Context: an optimization exercise on an open-source flow, tuned for small area, a short achievable clock period and few clock cycles. The choices shown serve that exercise and are no tape-out recipe.
The RTL of this run was laid out without a check of its function.

File: flow/run.sh
#!/bin/bash
# synth_recipe.tcl (not shown) runs the flow's synth.tcl, then flattens the netlist and writes it again
# the make line also repeats each setting of config.mk as NAME=value (left out here)
make -C /OpenROAD-flow-scripts/flow DESIGN_CONFIG=/design/flow/config.mk WORK_HOME=/design/flow/orfs CLKGATE_MAP_FILE= SYNTH_SCRIPT=/design/flow/synth_recipe.tcl finish
File: flow/config.mk
export PLATFORM = sky130hd
export DESIGN_NAME = kmeans_top
export DESIGN_NICKNAME = kmeans_top
export VERILOG_FILES = /design/flow/design.v
export SDC_FILE = /design/flow/constraint.sdc
export NUM_CORES = 8
export LEC_CHECK = 0
export CAP_MARGIN = 20
export CORE_MARGIN = 2
export CORE_UTILIZATION = 40
export SLEW_MARGIN = 20
File: flow/constraint.sdc
create_clock -name core_clock -period 40.0 [get_ports {clk}]
set_input_delay 8.0000 -clock core_clock [delete_from_list [all_inputs] [get_ports {clk}]]
set_output_delay 8.0000 -clock core_clock [all_outputs]
set_load 0.01 [all_outputs]
File: flow/design.v
module kmeans_fsm #
(
    parameter N = 128
)
(
    input  wire        clk,
    input  wire        rst,
    input  wire        start,
    input  wire        converged,
    output reg         valid,
    output reg         compute_mean,
    output reg         clear_acc,
    output reg         done,
    output reg         load,
    output reg  [6:0]  point_idx
);
    localparam IDLE   = 2'd0,
               ASSIGN = 2'd1,
               UPDATE = 2'd2,
               CHECK  = 2'd3;
    reg [1:0] state, next_state;
    always @(posedge clk) begin
        if (rst) begin
            state     <= IDLE;
            point_idx <= 0;
        end else begin
            state <= next_state;
            if (state == IDLE && start)
                point_idx <= 0;
            else if (state == ASSIGN) begin
                if (point_idx < N-1)
                    point_idx <= point_idx + 1;
                else point_idx <= 0;    
            end
            else if (state == CHECK && !converged)
                point_idx <= 0;    
        end
    end
    always @(*) begin
        next_state = state;
        case (state)
            IDLE: begin
                if (start)
                    next_state = ASSIGN;
            end
            ASSIGN: begin
                if (point_idx == N-1)
                    next_state = UPDATE;
                else next_state = ASSIGN;    
            end
            UPDATE: begin
                next_state = CHECK;
            end
            CHECK: begin
                if (converged)
                    next_state = IDLE;
                else
                    next_state = ASSIGN;
            end
        endcase
    end
    always @(*) begin
        valid        = 0;
        compute_mean = 0;
        clear_acc    = 0;
        done         = 0;
        load         = 0;
        case (state)
            IDLE: begin
                load = start;        
            end
            ASSIGN: begin
                valid = 1;           
            end
            UPDATE: begin
                compute_mean = 1;    
            end
            CHECK: begin
                clear_acc = ~converged;
                done      = converged;  
            end
        endcase
    end
endmodule
module centroid_compare #
(
    parameter K = 8,
    parameter D = 4,
    parameter W = 8
)
(
    input  signed [K*D*W-1:0] old_c,
    input  signed [K*D*W-1:0] new_c,
    output reg converged
);
    integer i;
    always @(*) begin
        converged = 1;
        for (i=0;i<K*D;i=i+1)
            if (old_c[i*W +: W] != new_c[i*W +: W])
                converged = 0;
    end
endmodule
module distance_unit #
(
    parameter K = 8,
    parameter D = 4,
    parameter W = 8
)
(
    input  signed [D*W-1:0] point_flat,
    input  signed [K*D*W-1:0] centroid_flat,
    output reg [$clog2(K)-1:0] min_cluster
);
    integer i, j;
    reg signed [W-1:0] point   [0:D-1];
    reg signed [W-1:0] centroid[0:K-1][0:D-1];
    reg signed [2*W+4:0] min_dist;
    reg signed [2*W-1:0] diff;
    reg signed [W:0] diff_p1 [0:K-1][0:D-1];
    reg signed [2*W+4:0] dist_p2 [0:K-1];
    always @(*) begin
        for (j = 0; j < D; j = j + 1)
            point[j] = point_flat[j*W +: W];
        for (i = 0; i < K; i = i + 1)
            for (j = 0; j < D; j = j + 1)
                centroid[i][j] = centroid_flat[(i*D + j)*W +: W];
    end
    always @(*) begin
        for (i = 0; i < K; i = i + 1)
            for (j = 0; j < D; j = j + 1)
                diff_p1[i][j] = point[j] - centroid[i][j];
    end
    always @(*) begin
        for (i = 0; i < K; i = i + 1) begin
            dist_p2[i] =
                  diff_p1[i][0] * diff_p1[i][0]
                + diff_p1[i][1] * diff_p1[i][1]
                + diff_p1[i][2] * diff_p1[i][2]
                + diff_p1[i][3] * diff_p1[i][3];
        end
    end
    always @(*) begin
        min_dist    = dist_p2[0];
        min_cluster = 0;
        for (i = 1; i < K; i = i + 1) begin
            if (dist_p2[i] < min_dist) begin
                min_dist    = dist_p2[i];
                min_cluster = i[$clog2(K)-1:0];
            end
        end
    end
endmodule
module mean_accumulator #
(
    parameter K = 8,
    parameter D = 4,
    parameter W = 8
)
(
    input clk,
    input rst,
    input valid,
    input clear,
    input compute_mean,
    input load,
    input signed [K*D*W-1:0] init_centroids, 
    input [$clog2(K)-1:0] cluster_id,
    input signed [D*W-1:0] point_flat,
    output reg signed [K*D*W-1:0] centroid_flat
);
    integer i,j;
    reg signed [W-1:0] point[0:D-1];
    reg signed [W+7:0] sum[0:K-1][0:D-1];
    reg [7:0] count[0:K-1];
    always @(*) begin
        for (j=0;j<D;j=j+1)
            point[j] = point_flat[j*W +: W];
    end
    always @(posedge clk) begin
        if (rst) begin
            centroid_flat <= init_centroids; 
            for (i=0;i<K;i=i+1) begin
                count[i] <= 0;
                for (j=0;j<D;j=j+1)
                    sum[i][j] <= 0;
            end
        end
        else if (load) begin
            centroid_flat <= init_centroids;
            for (i=0;i<K;i=i+1) begin
                count[i] <= 0;
                for (j=0;j<D;j=j+1)
                    sum[i][j] <= 0;
            end
        end
        else if (clear) begin
            for (i=0;i<K;i=i+1) begin
                count[i] <= 0;
                for (j=0;j<D;j=j+1)
                    sum[i][j] <= 0;
            end
        end
        else if (valid) begin       
            count[cluster_id] <= count[cluster_id] + 1;
            for (j=0;j<D;j=j+1)
                sum[cluster_id][j] <= sum[cluster_id][j] + point[j];
        end
        else if (compute_mean) begin   
            for (i=0;i<K;i=i+1)
                for (j=0;j<D;j=j+1)
                    if (count[i] != 0)
                        centroid_flat[(i*D+j)*W +: W] <= sum[i][j] / $signed({1'b0, count[i]});
        end
    end
endmodule
module kmeans_top #
(
    parameter K = 8,
    parameter D = 4,
    parameter W = 8,
    parameter N = 128
)
(
    input clk,
    input rst,
    input start,
    input signed [D*W-1:0] point_flat,
    input signed [K*D*W-1:0] init_centroid_flat,
    output done,
    output [6:0] point_addr,
    output signed [K*D*W-1:0] final_centroid_flat
);
    wire [$clog2(K)-1:0] cluster_id;
    wire valid, compute_mean, clear_acc, converged, load;
    wire [6:0] point_idx;
    reg signed [K*D*W-1:0] old_centroid_flat;
    wire signed [K*D*W-1:0] centroid_flat;
    always @(posedge clk)
        old_centroid_flat <= centroid_flat;
    distance_unit DU (
        .point_flat(point_flat),
        .centroid_flat(centroid_flat),
        .min_cluster(cluster_id)
    );
    mean_accumulator MA (
        .clk(clk),
        .rst(rst),
        .valid(valid),
        .clear(clear_acc),
        .compute_mean(compute_mean),
        .load(load),
        .init_centroids(init_centroid_flat),
        .cluster_id(cluster_id),
        .point_flat(point_flat),
        .centroid_flat(centroid_flat)
    );
    centroid_compare CC (
        .old_c(old_centroid_flat),
        .new_c(centroid_flat),
        .converged(converged)
    );
    kmeans_fsm FSM (
        .clk(clk),
        .rst(rst),
        .start(start),
        .converged(converged),
        .valid(valid),
        .compute_mean(compute_mean),
        .clear_acc(clear_acc),
        .done(done),
        .load(load),
        .point_idx(point_idx)
    );
    assign point_addr = point_idx;
    assign final_centroid_flat = centroid_flat;
endmodule
==> flow_metrics.tcl <==
set metrics [dict create \
    outcome "no timing/DRC/antenna violations" \
    crit_path_frequent_cell "a21o_1" \
    rows 330 \
    fin_util_pct 44.5 \
    holdPathStages 0 \
    layout-drive-gt1-share_pct 8.40 \
    cts_tree "done" \
    synth_cell_types 129 \
    required_ns 40.61 \
    hpwl_um 1190000 \
    crit_type "in2reg" \
    wl_per_cell_um 26.5 \
    final_common_cell "ha_1" \
    crit_slowest_cell "fa_1" \
    seqCellArea_um2 30300 \
    clkTransAtPathRegs_ns 0.07 \
    yosysTopAreaCell "ha_1" \
    grt_start_max_net_pins 108 \
    yosysTopAreaCellShare_pct 20.2 \
    ctsHoldBuffers 0 \
    slowest_delay_ns 0.55 \
    crit-reg2reg-capture "MA.centroid_flat[134]$_DFFE_PP_" \
    clk_path_buf_depth 4 \
    seq_area_frac_synth_pct 9.33 \
    min_period_ns 38.15 \
    area_delta_synth_final_pct 10.8 \
    chipWidth_um 905 \
    num_vias 318000 \
    h-tree-depth 4 \
    synth_area_um2 325000 \
    drt-initial-drc-count 28100 \
    clock_skew_ns 0.108 \
    synth_flop_cell "edfxtp_1" \
    timing.fmax_ghz 0.0262 \
    hold_path.class "reg2reg" \
    fill_cells 80400 \
    rsz0062_at_grt "yes" \
    fin_nets 49700 \
    cp-start-kind "input port" \
    final_cell_mix "5,234 x ha_1, 4,067 x inv_1, 3,932 x nor2_1" \
    clk_latency_ns 0.97 \
    synth-edff-count 832 \
    routabilityCongestion 1.03 \
    ant_nets 0 \
    grtUsageTotal_pct 33.0 \
    postSynthAreaPerCell_um2 7.99 \
    design.core.area_um2 808000 \
    ios 555 \
    ys.warnings.count 10 \
    grt_pass1_vias 304000 \
    crit_path_end_kind "flop" \
    r2r_cells 155 \
    hold_viol 0 \
    crit_fanout 45 \
    first_pass_iters 6 \
    r2r_start "MA.count[4][4]$_SDFFCE_PN0P_" \
    synth-seq-cells 1097 \
    maxSlewViolCount 0 \
    place.port_buffers 554 \
    hold_ws_ns 0.493 \
    syn_nets 48300 \
    final_cells 53100 \
    postSynth.asyncResetShare_pct 0 \
    arrival_ns 38.76 \
    dieArea_um2 819000 \
    worstMarginPinSlew_ns 1.35 \
    grt_overflow 0 \
    antenna_found_initial 224 \
    placedCellCount 52500 \
    multi_input_area_um2 278000 \
    synthTopCellsByArea "ha_1 20%, fa_1 13%, edfxtp_1 7.7%" \
    grt_pass1_wl_um 2020000 \
    max-slew-margin-rel_pct 9.56 \
    finalWirelength_um 1410000 \
    hold_end "old_centroid_flat[23]$_DFF_P_" \
    r2r_slack_ns 2.22 \
    max-cap-violations 0 \
    clkSinkCount 1097 \
    start_util_pct 40.2 \
    tns_ns 0 \
    worstHoldStart "MA.centroid_flat[23]$_DFFE_PP_" \
    fp.dieH_um 905 \
    finalCritPeriodShare_pct 95.4 \
    avgViaCountPerCell 5.99 \
    cts_made_buffers 137 \
    cts_root_buffer "clkbuf_16" \
    drcViolationCount 0 \
    netlist_instances 40600 \
    setup_viol 0 \
]
## area by class of cell
cell class,instances,share of cell area (%)
diodes,185,0.129
multi-input cells,34600,77.3
repair buffers,2032,4.82
flip-flops and latches,1097,8.42
clock buffers,163,0.998
well taps,10800,3.75
clock inverters,84,0.200
inverters,4177,4.37
## repair_timing
action | 4_1_cts | 5_1_grt
buffers inserted | 0 | 106
gates resized for setup | 0 | 347
setup endpoints to repair | 0 | 678
## sequential cells by signal (all words and copies together), names as in the netlist, named ones only
register           cells
MA.sum               512
MA.centroid_flat     256
FSM.point_idx          7
FSM.state              1
old_centroid_flat    256
MA.count              64
## worst max path at each step
stage	from	endpoint	slack [ns]	depth (start not counted)
after global routing	MA.sum[23][0]$_SDFFCE_PN0P_	MA.centroid_flat[190]$_DFFE_PP_	-0.16	155
after CTS	point_flat[16]	MA.sum[11][15]$_SDFFCE_PN0P_	0.29	165
after global placement	point_flat[16]	MA.sum[31][15]$_SDFFCE_PN0P_	-0.94	166
after floorplan	point_flat[24]	MA.sum[0][15]$_SDFFCE_PN0P_	0.27	171
after detailed placement	point_flat[16]	MA.sum[15][15]$_SDFFCE_PN0P_	-0.46	165
final	point_flat[16]	MA.sum[8][15]$_SDFFCE_PN0P_	1.85	161
## logic make-up (layout without fill, tap and decap cells)
family	after synthesis	in the layout	synth area share, %
simple gates	13000	13000	19.0
compound gates	10500	10500	21.7
fa+ha+maj	7405	7405	33.5
buf+inv	4990	6456	5.78
xor+xnor	2474	2474	6.68
mux	1201	1201	4.00
flops	1097	1097	9.33
other cells	0	185	0
## critical path, delay by kind of cell
family                   cells  cell delay [ns]
AO/OA/AOI/OAI               73            12.15
adder cells (fa/ha/maj)     19             6.80
buffers and inverters       31             5.18
AND/OR/NAND/NOR             30             4.51
multiplexers                 4             1.10
XOR/XNOR                     4             0.93
## metal layers
layer  GRT usage (%)  part of all wire, %  wire, um
met1            40.9                   40    562000
met2            50.8                   43    603000
met3            7.04                  8.6    121000
met4            23.8                  8.6    121000
met5               0                0.039       555
## cells in the mapped netlist, drive strengths merged (115+ instances only)
library cell	instances
a211oi	219
a21boi	115
a21o	786
a21oi	2043
a31oi	309
and2	279
and3	310
clkbuf	704
dfxtp	265
edfxtp	832
fa	2156
ha	5234
inv	4169
mux2	755
mux2i	446
nand2	3167
nand2b	508
nand3	494
nand4	326
nor2	3981
nor2b	325
nor3	2152
nor4	221
o211ai	331
o21a	2033
o21ai	2021
o21bai	306
o31ai	855
o41ai	118
or2	308
or3	376
or4	178
xnor2	1722
xor2	752
## metrics by stage
stage | instance area [um^2] | worst slack, ns
floorplan | 325000 | 0.270
global placement | 352000 | -0.942
detailed placement | 352000 | -0.457
CTS | 357000 | 0.289
global route | 359000 | -0.162
finish | 360000 | 1.85

[separate check: timing with driven ports]
In the flow no input, the clock included, has a driving cell. The finished layout below was timed again as built, in two steps.
Step 1 sets driving cells, clkbuf_16 on the clock port and buf_2 on the other inputs (assumed; they add their load-dependent delay and slew).
Step 2, shift: input delay + t, output delay - t, t = (earliest + latest rising clock arrival at the registers) / 2. This alone moves slack from input paths to output paths.
a / b / c = ideal ports / drivers / drivers and shift; a / b = the first two.
t, ns: 1.016
setup WS [ns]: 1.850 / 1.919 / 0.903
worst setup path at the end: input to register
After both steps this run still meets setup and hold. The setup slack of this run moves by +0.069 ns with the drivers and by -0.947 ns with both steps.
